This design comes from an exercise in tuning for small area, a short achievable clock period and few clock cycles per item on the open sky130 flow, not from production work. RTL that was checked went through simulation tests only; none was proved equivalent to the original. Power and IR drop assume default switching activity.

==> flow/design.v (excerpt) <==
module axis_matvec_mul #(
    parameter R=8, C=8, W_X=4, W_K=3,
    localparam W_Y = W_X + W_K + $clog2(C),
    localparam NQ = 15
)(
    input  logic clk, rstn,
    output logic s_axis_kx_tready,
    input  logic s_axis_kx_tvalid,
    input  logic [R*C*W_K + C*W_X -1:0] s_axis_kx_tdata,
    input  logic m_axis_y_tready,
    output logic m_axis_y_tvalid,
    output logic [R*W_Y-1:0] m_axis_y_tdata
);
clock: 8.0 ns
lec_check: 0
cap_margin: 20
core_margin: 2
core_utilization: 40
setup_slack_margin: 3.2
slew_margin: 20
synth_hierarchical: 1
synth_minimum_keep_size: 0
standard.sh (not shown) runs the stock make flow with config.mk's settings and CLKGATE_MAP_FILE= SYNTH_SCRIPT=/design/flow/synth_recipe.tcl, a recipe that flattens the netlist after the stock synthesis.
==> flow/flow/run.sh <==
#!/bin/bash
# The standard layout, with these changes:
# - each port's buffer is first a sky130_fd_sc_hd__buf_8, so that global
#   placement adds no buffers behind it; after global placement
#   (flow/post_gpl2.tcl) the buffers of the X ports (s_axis_kx_tdata[223:192],
#   24 loads each) stay $X_PORT_BUFFER and all other port buffers become
#   sky130_fd_sc_hd__buf_1 (the standard flow picks a larger delay buffer);
# - timing repair is limited to resizing and pin swaps;
# - after the standard synthesis, the largest buffers are kept out of the
#   resizer's reach, and clock tree synthesis uses sky130_fd_sc_hd__clkbuf_8
#   and inserts no dummy loads.
# Each step's full output is in orfs/logs; make's own output is in synth.log
# and make.log.
set -euo pipefail
export BUFFER_PORTS_ARGS="-buffer_cell sky130_fd_sc_hd__buf_8"
export SETUP_MOVE_SEQUENCE="unbuffer,sizeup,swap"
export SKIP_GATE_CLONING=1
bash standard.sh synth > synth.log 2>&1
export DONT_USE_CELLS="sky130_fd_sc_hd__clkbuf_16 sky130_fd_sc_hd__buf_12 sky130_fd_sc_hd__buf_16 sky130_fd_sc_hd__bufinv_16"
export CTS_ARGS="-sink_clustering_enable -repair_clock_nets -buf_list sky130_fd_sc_hd__clkbuf_8 -dont_use_dummy_load"
export POST_GLOBAL_PLACE_TCL="$PWD/flow/post_gpl2.tcl"
export X_PORT_BUFFER="${X_PORT_BUFFER:-sky130_fd_sc_hd__buf_8}"
bash standard.sh finish > make.log 2>&1
==> flow/flow/post_gpl2.tcl <==
set xcell sky130_fd_sc_hd__buf_8
if { [info exists ::env(X_PORT_BUFFER)] } { set xcell $::env(X_PORT_BUFFER) }
set small sky130_fd_sc_hd__buf_1
set block [ord::get_db_block]
set nx 0
set ns 0
foreach bterm [$block getBTerms] {
  set name [$bterm getName]
  if { $name == "clk" } { continue }
  set isx [expr { [regexp {^s_axis_kx_tdata\[(\d+)\]$} $name -> idx] && $idx >= 192 }]
  set net [$bterm getNet]
  foreach iterm [$net getITerms] {
    set inst [$iterm getInst]
    set master [[$inst getMaster] getName]
    if { ![string match "*buf*" $master] } { continue }
    if { $isx } {
      if { $master != $xcell } { replace_cell [$inst getName] $xcell }
      incr nx
    } else {
      if { $master != $small } { replace_cell [$inst getName] $small }
      incr ns
    }
  }
}
puts "post_gpl: $nx X port buffers are $xcell, $ns other port buffers are $small"
Rerun with:
--- a/flow/design.v
+++ b/flow/design.v
@@ -1,15 +1,15 @@
 module fa (input logic a, b, c, output logic s, co);
     assign {co, s} = a + b + c;
 endmodule
 module matvec_row (
     input  logic [23:0] k,
     input  logic [31:0] x,
-    output logic [14:0] q
+    output logic [15:0] q
 );
     logic s97;
     logic c97;
     logic s98;
     logic c98;
     logic s99;
     logic c99;
     logic s102;
@@ -159,20 +159,18 @@
     logic s182;
     logic c182;
     logic s183;
     logic c183;
     logic s184;
     logic c184;
     logic s185;
     logic c185;
-    logic s186;
-    logic c186;
-    logic s188;
-    logic c188;
+    logic s189;
+    logic c189;
     logic l0n;
     logic l1n;
     logic l2n;
     logic l3p;
     logic l4n;
     logic l5n;
     logic l6n;
     logic l7p;
@@ -434,69 +432,71 @@
     fa u_fa175 (.a(s172), .b(c159), .c(c160), .s(s175), .co(c175));
     fa u_fa176 (.a(c161), .b(s173), .c(s174), .s(s176), .co(c176));
     fa u_fa177 (.a(c162), .b(c163), .c(s175), .s(s177), .co(c177));
     fa u_fa178 (.a(s176), .b(c164), .c(s177), .s(s178), .co(c178));
     fa u_fa182 (.a(~c168), .b(~c169), .c(c170), .s(s182), .co(c182));
     fa u_fa183 (.a(c171), .b(c172), .c(c173), .s(s183), .co(c183));
     fa u_fa184 (.a(c174), .b(s182), .c(c175), .s(s184), .co(c184));
     fa u_fa185 (.a(s183), .b(c176), .c(c177), .s(s185), .co(c185));
-    fa u_fa186 (.a(s184), .b(c178), .c(s185), .s(s186), .co(c186));
-    fa u_fa188 (.a(c182), .b(c183), .c(c184), .s(s188), .co(c188));
-    assign q = {c188, c186, s188, c185, s186, c166, s178, c165, s166, s147, c127, s127, s110, s99, s98};
+    fa u_fa189 (.a(c182), .b(c183), .c(c184), .s(s189), .co(c189));
+    assign q = {c189, s189, c185, s185, c178, s184, c166, s178, c165, s166, s147, c127, s127, s110, s99, s98};
 endmodule
 module matvec_row_sum (
-    input  logic [14:0] q,
+    input  logic [15:0] q,
     output logic [9:0]  y
 );
     logic s193;
     logic c193;
     logic s194;
     logic c194;
     logic s195;
     logic c195;
+    logic s196;
+    logic c196;
     fa u_fa193 (.a(q[7]), .b(q[8]), .c(q[9]), .s(s193), .co(c193));
-    assign s194 = ~(q[10] ^ c193);
-    assign c194 = q[10] | c193;
-    fa u_fa195 (.a(q[11]), .b(q[12]), .c(q[13]), .s(s195), .co(c195));
+    fa u_fa194 (.a(q[10]), .b(q[11]), .c(q[12]), .s(s194), .co(c194));
+    assign s195 = ~(c193 ^ s194);
+    assign c195 = c193 | s194;
+    fa u_fa196 (.a(q[13]), .b(q[14]), .c(c194), .s(s196), .co(c196));
     logic [9:0] ya, yb;
-    assign ya = {1'b1, q[14], c194, s194, 1'b1, q[6], q[4], q[3], ~q[2], ~q[0]};
-    assign yb = {1'b0, c195, s195, 1'b0, s193, 1'b0, q[5], 1'b0, 1'b0, ~q[1]};
+    assign ya = {1'b1, q[15], c195, s195, 1'b1, q[6], q[4], q[3], ~q[2], ~q[0]};
+    assign yb = {1'b0, c196, s196, 1'b0, s193, 1'b0, q[5], 1'b0, 1'b0, ~q[1]};
     assign y = ya + yb;
 endmodule
 module matvec_mul #(
     parameter R=8, C=8, W_X=4, W_K=3,
-    localparam NQ = 15
+    localparam NQ = 16
   )(
     input  logic [R*C*W_K-1:0] k,
     input  logic [C*W_X-1:0]   x,
     output logic [R*NQ-1:0]    q
   );
   genvar r;
   for (r = 0; r < R; r = r + 1) begin : g_row
     matvec_row u_row (.k(k[r*C*W_K +: C*W_K]), .x(x), .q(q[r*NQ +: NQ]));
   end
 endmodule
 module matvec_sum #(
     parameter R=8, C=8, W_X=4, W_K=3,
     localparam W_Y = W_X + W_K + $clog2(C),
-    localparam NQ = 15
+    localparam NQ = 16
   )(
     input  logic [R*NQ-1:0]    q,
     output logic [R*W_Y-1:0]   y
   );
   genvar r;
   for (r = 0; r < R; r = r + 1) begin : g_row
     matvec_row_sum u_row (.q(q[r*NQ +: NQ]), .y(y[r*W_Y +: W_Y]));
   end
 endmodule
 module axis_matvec_mul #(
     parameter R=8, C=8, W_X=4, W_K=3,
     localparam W_Y = W_X + W_K + $clog2(C),
-    localparam NQ = 15
+    localparam NQ = 16
 )(
     input  logic clk, rstn,
     output logic s_axis_kx_tready,
     input  logic s_axis_kx_tvalid,
     input  logic [R*C*W_K + C*W_X -1:0] s_axis_kx_tdata,
     input  logic m_axis_y_tready,
     output logic m_axis_y_tvalid,
     output logic [R*W_Y-1:0] m_axis_y_tdata
=>
- The changed run produced a clean layout
- die area is higher by 1.3%
- final area is lower by 0.50%
- worst hold slack gets worse by 0.0054 ns
- count of clock-buffer cells in the layout does not change
- worst setup slack gets better by 0.16 ns
- area after synthesis is higher by 1.3%
- sequential share of layout area is higher by 1.0 points
- sequential power is higher by about 4%
Testbench counts after the change, summed over its fixed seeds: cycles 520, items 512.
The RTL of the first run of this note was laid out without a check of its function.

[separate check: timing with driven ports]
The results above use ideal ports. As a check the final layouts listed here were re-extracted and re-timed, cells and wires unchanged.
Step 1 sets driving cells, clkbuf_16 on the clock port and buf_2 on the other inputs (assumed; they add their load-dependent delay and slew).
Step 2 times the ports against the registers' clock, not the clock port: input delays grow and output delays shrink by t, the midpoint of the rising clock arrivals with the driver on.
a / b / c = ideal / step 1 / step 2; a / b = the first two.
| run | t (ns) | setup slack, ns | worst setup path after step 2 |
|---|---|---|---|
| the first run | 0.595 | 3.215 / 3.216 / 2.622 | input to register |
| the second run | 0.601 | 3.379 / 3.322 / 2.788 | input to register |
After both steps every run listed still meets setup and hold. For the first run, which loses most, drivers alone change the setup slack by +0.001 ns; drivers and shift together by -0.593 ns.
